Source: an optimization exercise on an open RTL-to-GDS flow (aim: small area). Production flows keep margins and buffers that such runs may drop. Only simulation tests tie the RTL to the original design; equivalence was not proved. No activity file was given, so power comes from the tool's default toggle rates.

==> run a: inputs <==
// FIFO
module FIFO #(parameter WIDTH=16,DEPTH=32)(
            input clk,rst,
            input [WIDTH-1:0]data_in,
            input wr,rd,
            output reg[WIDTH-1:0]data_out,
            output reg empty,
            output reg full
            );
==> flow/config.mk <==
export PLATFORM = sky130hd
export DESIGN_NAME = FIFO
export DESIGN_NICKNAME = FIFO
export VERILOG_FILES = /design/flow/design.v
export SDC_FILE = /design/flow/constraint.sdc
export NUM_CORES = 4
export LEC_CHECK = 0
export CAP_MARGIN = 20
export CORE_MARGIN = 2
export CORE_UTILIZATION = 60
export SLEW_MARGIN = 20
==> flow/constraint.sdc <==
create_clock -name core_clock -period 5.0 [get_ports {clk}]
set_input_delay 1.0000 -clock core_clock [delete_from_list [all_inputs] [get_ports {clk}]]
set_output_delay 1.0000 -clock core_clock [all_outputs]
set_load 0.01 [all_outputs]
standard.sh (not shown) runs the stock make flow with config.mk's settings and CLKGATE_MAP_FILE= SYNTH_SCRIPT=/design/flow/synth_recipe.tcl, a recipe that flattens the netlist after the stock synthesis.
==> flow/flow/run.sh <==
#!/bin/bash
# Standard ORFS flow (the standard.sh) with:
#  - an area-oriented ABC script in synthesis (flow/synth.tcl, flow/area.abc)
#  - CTS with larger sink clusters of clkbuf_8 and no dummy loads
#  - port buffers made with buf_1
D=$(pwd)
export MY_ABC_SCRIPT=$D/flow/area.abc
export CTS_ARGS="-sink_clustering_enable -repair_clock_nets -dont_use_dummy_load -buf_list {sky130_fd_sc_hd__clkbuf_8} -sink_clustering_size 16 -sink_clustering_max_diameter 60"
export BUFFER_PORTS_ARGS="-buffer_cell sky130_fd_sc_hd__buf_1"
bash standard.sh SYNTH_SCRIPT=$D/flow/synth.tcl finish > $D/flow.log 2>&1
==> flow/flow/area.abc <==
strash
&get -n
&fraig -x
&put
scorr
dc2
strash
&get -n
&dch -f
&nf -R 1000
&put
==> flow/flow/synth.tcl <==
# The standard flow's synthesis (synth_recipe.tcl) with the ABC script swapped for an
# area-oriented one; everything else, including dfflibmap, is unchanged.
proc synth {args} { yosys synth -nofsm -noshare {*}$args }
proc my_abc_args {a} {
  set i [lsearch -exact $a -script]
  return [lreplace $a [expr {$i+1}] [expr {$i+1}] $::env(MY_ABC_SCRIPT)]
}
set f [open $::env(SCRIPTS_DIR)/synth.tcl r]; set s [read $f]; close $f
set s [string map [list {log_cmd abc {*}$abc_args} {log_cmd abc {*}[my_abc_args $abc_args]}] $s]
set f [open $::env(OBJECTS_DIR)/synth_patched.tcl w]; puts $f $s; close $f
source $::env(OBJECTS_DIR)/synth_patched.tcl
# left out here: clear keep_hierarchy, flatten, clean up, hide names made inside functions, write 1_2_yosys.v
==> run b: changes against run a <==
==> flow/flow/run.sh (replaced) <==
#!/bin/bash
# Standard ORFS flow (the standard.sh) with:
#  - an area-oriented ABC script in synthesis (flow/synth.tcl, flow/area.abc)
#  - CTS with smaller clock buffers and no dummy loads
D=$(pwd)
export MY_ABC_SCRIPT=$D/flow/area.abc
export CTS_ARGS="-sink_clustering_enable -repair_clock_nets -dont_use_dummy_load -buf_list {sky130_fd_sc_hd__clkbuf_4 sky130_fd_sc_hd__clkbuf_8}"
bash standard.sh SYNTH_SCRIPT=$D/flow/synth.tcl finish > $D/flow.log 2>&1
- CORE_UTILIZATION: 60 -> 65
==> summary of the runs <==
Between run b and run a, the lower count of clock-buffer cells in the layout is in run a (gap 43). Synthesized area is the same in run b and run a. Between run b and run a, the lower worst hold slack is in run b (gap 38 ps). Between run b and run a, the lower maximum frequency is in run b (gap about 0.7%, measured against run a). Between run a and run b, the lower first-iteration DRC count is in run a (gap 6.5%, measured against run b). Against run b, the via count of run a is lower by 2.8%. Of run a and run b, run a has the higher wire length (gap 1.3%, measured against run b). Of run a and run b, run a has the higher worst setup slack (gap 25 ps). Between run a and run b, the lower die area is in run b (gap 8.1%, measured against run b). Against run a, the global-route usage of run b is higher by 2.4 points. Critical path depth: run a is lower than run b (1).
==> figures <==
|  | run a | run b |
|---|---|---|
| Total cell area at the placement stage | 19900 um^2 | 20100 um^2 |
| Overall via count from detail_route | 10800 | 11100 |
| Synthesis-to-finish area growth | 8.25% | 12.8% |
| Total CTS buffers | 39 | 82 |
| Final critical-path share of the clock period | 70.0% | 70.5% |
| Time the worst path needs with I/O delays and setup | 3500 ps | 3520 ps |
| Pleak | 6.64 nW | 7.10 nW |
| Layout buffering overhead excluding clock cells | 2.07% | 3.47% |
| Sequential share of power | 62.6% | 56.9% |
| R2R depth | 7 | 8 |
| Req. time, crit path | 5430 ps | 5490 ps |
| Fraction of area in clock buffers and inverters | 2.63% | 5.31% |
| Setup slack on the worst flop-to-flop path | 1500 ps | 1480 ps |
| Outcome | timing/DRC/antenna clean | timing/DRC/antenna clean |
| Number of tap cells added at floorplan | 396 | 384 |
| Internal Pwr Total | 7.04 mW | 7.90 mW |
| Cell Count, Final, Fillers Out | 1433 | 1472 |
| Flip-flop and latch share of the layout cell area | 78.3% | 75.1% |
| Routability congestion estimate | 0.885 | 0.948 |
| Initial Utilization | 61.3% | 65.8% |
| Final core utilization | 66.3% | 74.2% |
| Hold path start | mem[9][6] | mem[0][10] |
| Vias per cell | 7.54 | 7.55 |

========
==> inputs of run M <==
==> flow/design.v <==
module FIFO #(parameter WIDTH=16,DEPTH=32)(
            input clk,rst,
            input [WIDTH-1:0]data_in,
            input wr,rd,
            output reg[WIDTH-1:0]data_out,
            output reg empty,
            output reg full
            );
localparam AW=$clog2(DEPTH);
reg [AW-1:0] idx;
reg [WIDTH-1:0] mem[DEPTH-1:0];
wire do_wr = wr & !full & !(rd & empty);
wire do_rd = rd & !empty & !(wr & full);
reg [WIDTH-1:0] rdata;
integer k;
always @* begin
  rdata = {WIDTH{1'b0}};
  for (k = 0; k < DEPTH; k = k + 1)
    rdata = rdata | (mem[k] & {WIDTH{idx == k}});
end
always @(posedge clk)
  if (do_wr) begin
    mem[0] <= data_in;
    for (k = 1; k < DEPTH; k = k + 1)
      mem[k] <= mem[k-1];
  end
always @(posedge clk or negedge rst)
begin
  if (!rst) begin
    data_out <= 0;
    idx <= {AW{1'b1}};
    empty <= 1'b1;
    full <= 1'b0;
  end else begin
    if (do_rd)
      data_out <= rdata;
    if (do_wr & !do_rd) begin
      idx <= idx + 1'b1;
      empty <= 1'b0;
      full <= (idx == DEPTH-2);
    end else if (do_rd & !do_wr) begin
      idx <= idx - 1'b1;
      full <= 1'b0;
      empty <= (idx == 0);
    end
  end
end
endmodule
==> flow/flow/run.sh <==
#!/bin/bash
# Standard ORFS flow (the standard.sh) with:
#  - an area-oriented ABC script in synthesis (flow/synth.tcl, flow/area.abc)
#  - CTS with larger sink clusters of clkbuf_8 and no dummy loads
#  - port buffers made with buf_1
D=$(pwd)
export MY_ABC_SCRIPT=$D/flow/area.abc
export CTS_ARGS="-sink_clustering_enable -repair_clock_nets -dont_use_dummy_load -buf_list {sky130_fd_sc_hd__clkbuf_8} -sink_clustering_size 20 -sink_clustering_max_diameter 50"
export BUFFER_PORTS_ARGS="-buffer_cell sky130_fd_sc_hd__buf_1"
bash standard.sh SYNTH_SCRIPT=$D/flow/synth.tcl finish > $D/flow.log 2>&1
==> flow/flow/area.abc <==
strash
&get -n
&fraig -x
&put
scorr
dc2
strash
&get -n
&dch -f
&nf -R 1000
&put
==> flow/flow/synth.tcl <==
# The standard flow's synthesis (synth_recipe.tcl) with the ABC script swapped for an
# area-oriented one; everything else, including dfflibmap, is unchanged.
proc synth {args} { yosys synth -nofsm -noshare {*}$args }
proc my_abc_args {a} {
  set i [lsearch -exact $a -script]
  return [lreplace $a [expr {$i+1}] [expr {$i+1}] $::env(MY_ABC_SCRIPT)]
}
set f [open $::env(SCRIPTS_DIR)/synth.tcl r]; set s [read $f]; close $f
set s [string map [list {log_cmd abc {*}$abc_args} {log_cmd abc {*}[my_abc_args $abc_args]}] $s]
set f [open $::env(OBJECTS_DIR)/synth_patched.tcl w]; puts $f $s; close $f
source $::env(OBJECTS_DIR)/synth_patched.tcl
# left out here: clear keep_hierarchy, flatten, clean up, hide names made inside functions, write 1_2_yosys.v
==> flow/standard.sh <==
#!/bin/bash
# synth_recipe.tcl (not shown) runs the flow's synth.tcl, then flattens the netlist and writes it again
# the make line also repeats each setting of config.mk as NAME=value (left out here)
make -C /OpenROAD-flow-scripts/flow DESIGN_CONFIG=/design/flow/config.mk WORK_HOME=/design/flow/orfs CLKGATE_MAP_FILE= SYNTH_SCRIPT=/design/flow/synth_recipe.tcl "${@:-finish}"
==> flow/config.mk <==
export PLATFORM = sky130hd
export DESIGN_NAME = FIFO
export DESIGN_NICKNAME = FIFO
export VERILOG_FILES = /design/flow/design.v
export SDC_FILE = /design/flow/constraint.sdc
export NUM_CORES = 4
export LEC_CHECK = 0
export CAP_MARGIN = 20
export CORE_MARGIN = 2
export CORE_UTILIZATION = 50
export SLEW_MARGIN = 20
==> flow/constraint.sdc <==
create_clock -name core_clock -period 5.0 [get_ports {clk}]
set_input_delay 1.0000 -clock core_clock [delete_from_list [all_inputs] [get_ports {clk}]]
set_output_delay 1.0000 -clock core_clock [all_outputs]
set_load 0.01 [all_outputs]
==> run Z (differences from run M) <==
==> flow/run.sh (new file) <==
#!/bin/bash
# synth_recipe.tcl (not shown) runs the flow's synth.tcl, then flattens the netlist and writes it again
# the make line also repeats each setting of config.mk as NAME=value (left out here)
make -C /OpenROAD-flow-scripts/flow DESIGN_CONFIG=/design/flow/config.mk WORK_HOME=/design/flow/orfs CLKGATE_MAP_FILE= SYNTH_SCRIPT=/design/flow/synth_recipe.tcl finish
Settings changed: CORE_UTILIZATION 50 to 40, CTS_BUF_LIST set to sky130_fd_sc_hd__clkbuf_8, CTS_CLUSTER_SIZE set to 20.
removed: flow/flow/run.sh
removed: flow/flow/area.abc
removed: flow/flow/synth.tcl
removed: flow/standard.sh
==> results.toml <==
[outcome]
status = "finished clean"

[die]
die-width_um = 198
die-area_um2 = 39200

[critical_path]
cp.arrival_ps = 4020
rrSetupSlack_ps = 1500

[logic_synthesis]
synthAdderAreaFrac_pct = 0.531
synth_seq_area_share_pct = 84.7

[detailed_routing]
via_per_inst = 6.85

[pwr]
clockPowerShare_pct = 21.6
p_per_area_nw_per_um2 = 488

[clocking]
clock_latency_ps = 610

[global_route]
grtUsageMet1_pct = 39.3
-- figures above: run M

==> results.toml <==
[die]
die-area_um2 = 52500
die-width_um = 229

[global_route]
grtUsageMet1_pct = 28.6

[logic_synthesis]
synthAdderAreaFrac_pct = 0.494

[critical_path]
cp.arrival_ps = 4060
rrSetupSlack_ps = 1490

[outcome]
status = "finished clean"

[detailed_routing]
via_per_inst = 5.96

[clocking]
clock_latency_ps = 670

[pwr]
p_per_area_nw_per_um2 = 539
clockPowerShare_pct = 27.5
-- figures above: run Z

==> what the ideal ports hide <==
The results above use ideal ports. As a check the final layouts listed here were re-extracted and re-timed, cells and wires unchanged. Step 1 (the two cells are an assumption about what drives the block):
set clk [get_ports {clk}]
set_driving_cell -lib_cell sky130_fd_sc_hd__clkbuf_16 $clk
set_driving_cell -lib_cell sky130_fd_sc_hd__buf_2 [delete_from_list [all_inputs] $clk]
Step 2, shift: input delay + t, output delay - t, t = (earliest + latest rising clock arrival at the registers) / 2. This alone moves slack from input paths to output paths. Three values: ideal, step 1, step 2; two values: the first two.
run	t, ns	slack for setup (ns)	hold slack, ns
run a	0.617	1.502 / 1.502 / 1.502	0.447 / 0.447 / 0.447
run b	0.627	1.477 / 1.477 / 1.477	0.409 / 0.409 / 0.409
run M	0.645	1.502 / 1.502 / 1.502	0.398 / 0.398 / 0.398
run Z	0.704	1.495 / 1.495 / 1.495	0.438 / 0.438 / 0.438
After both steps setup and hold are still met in every run listed.
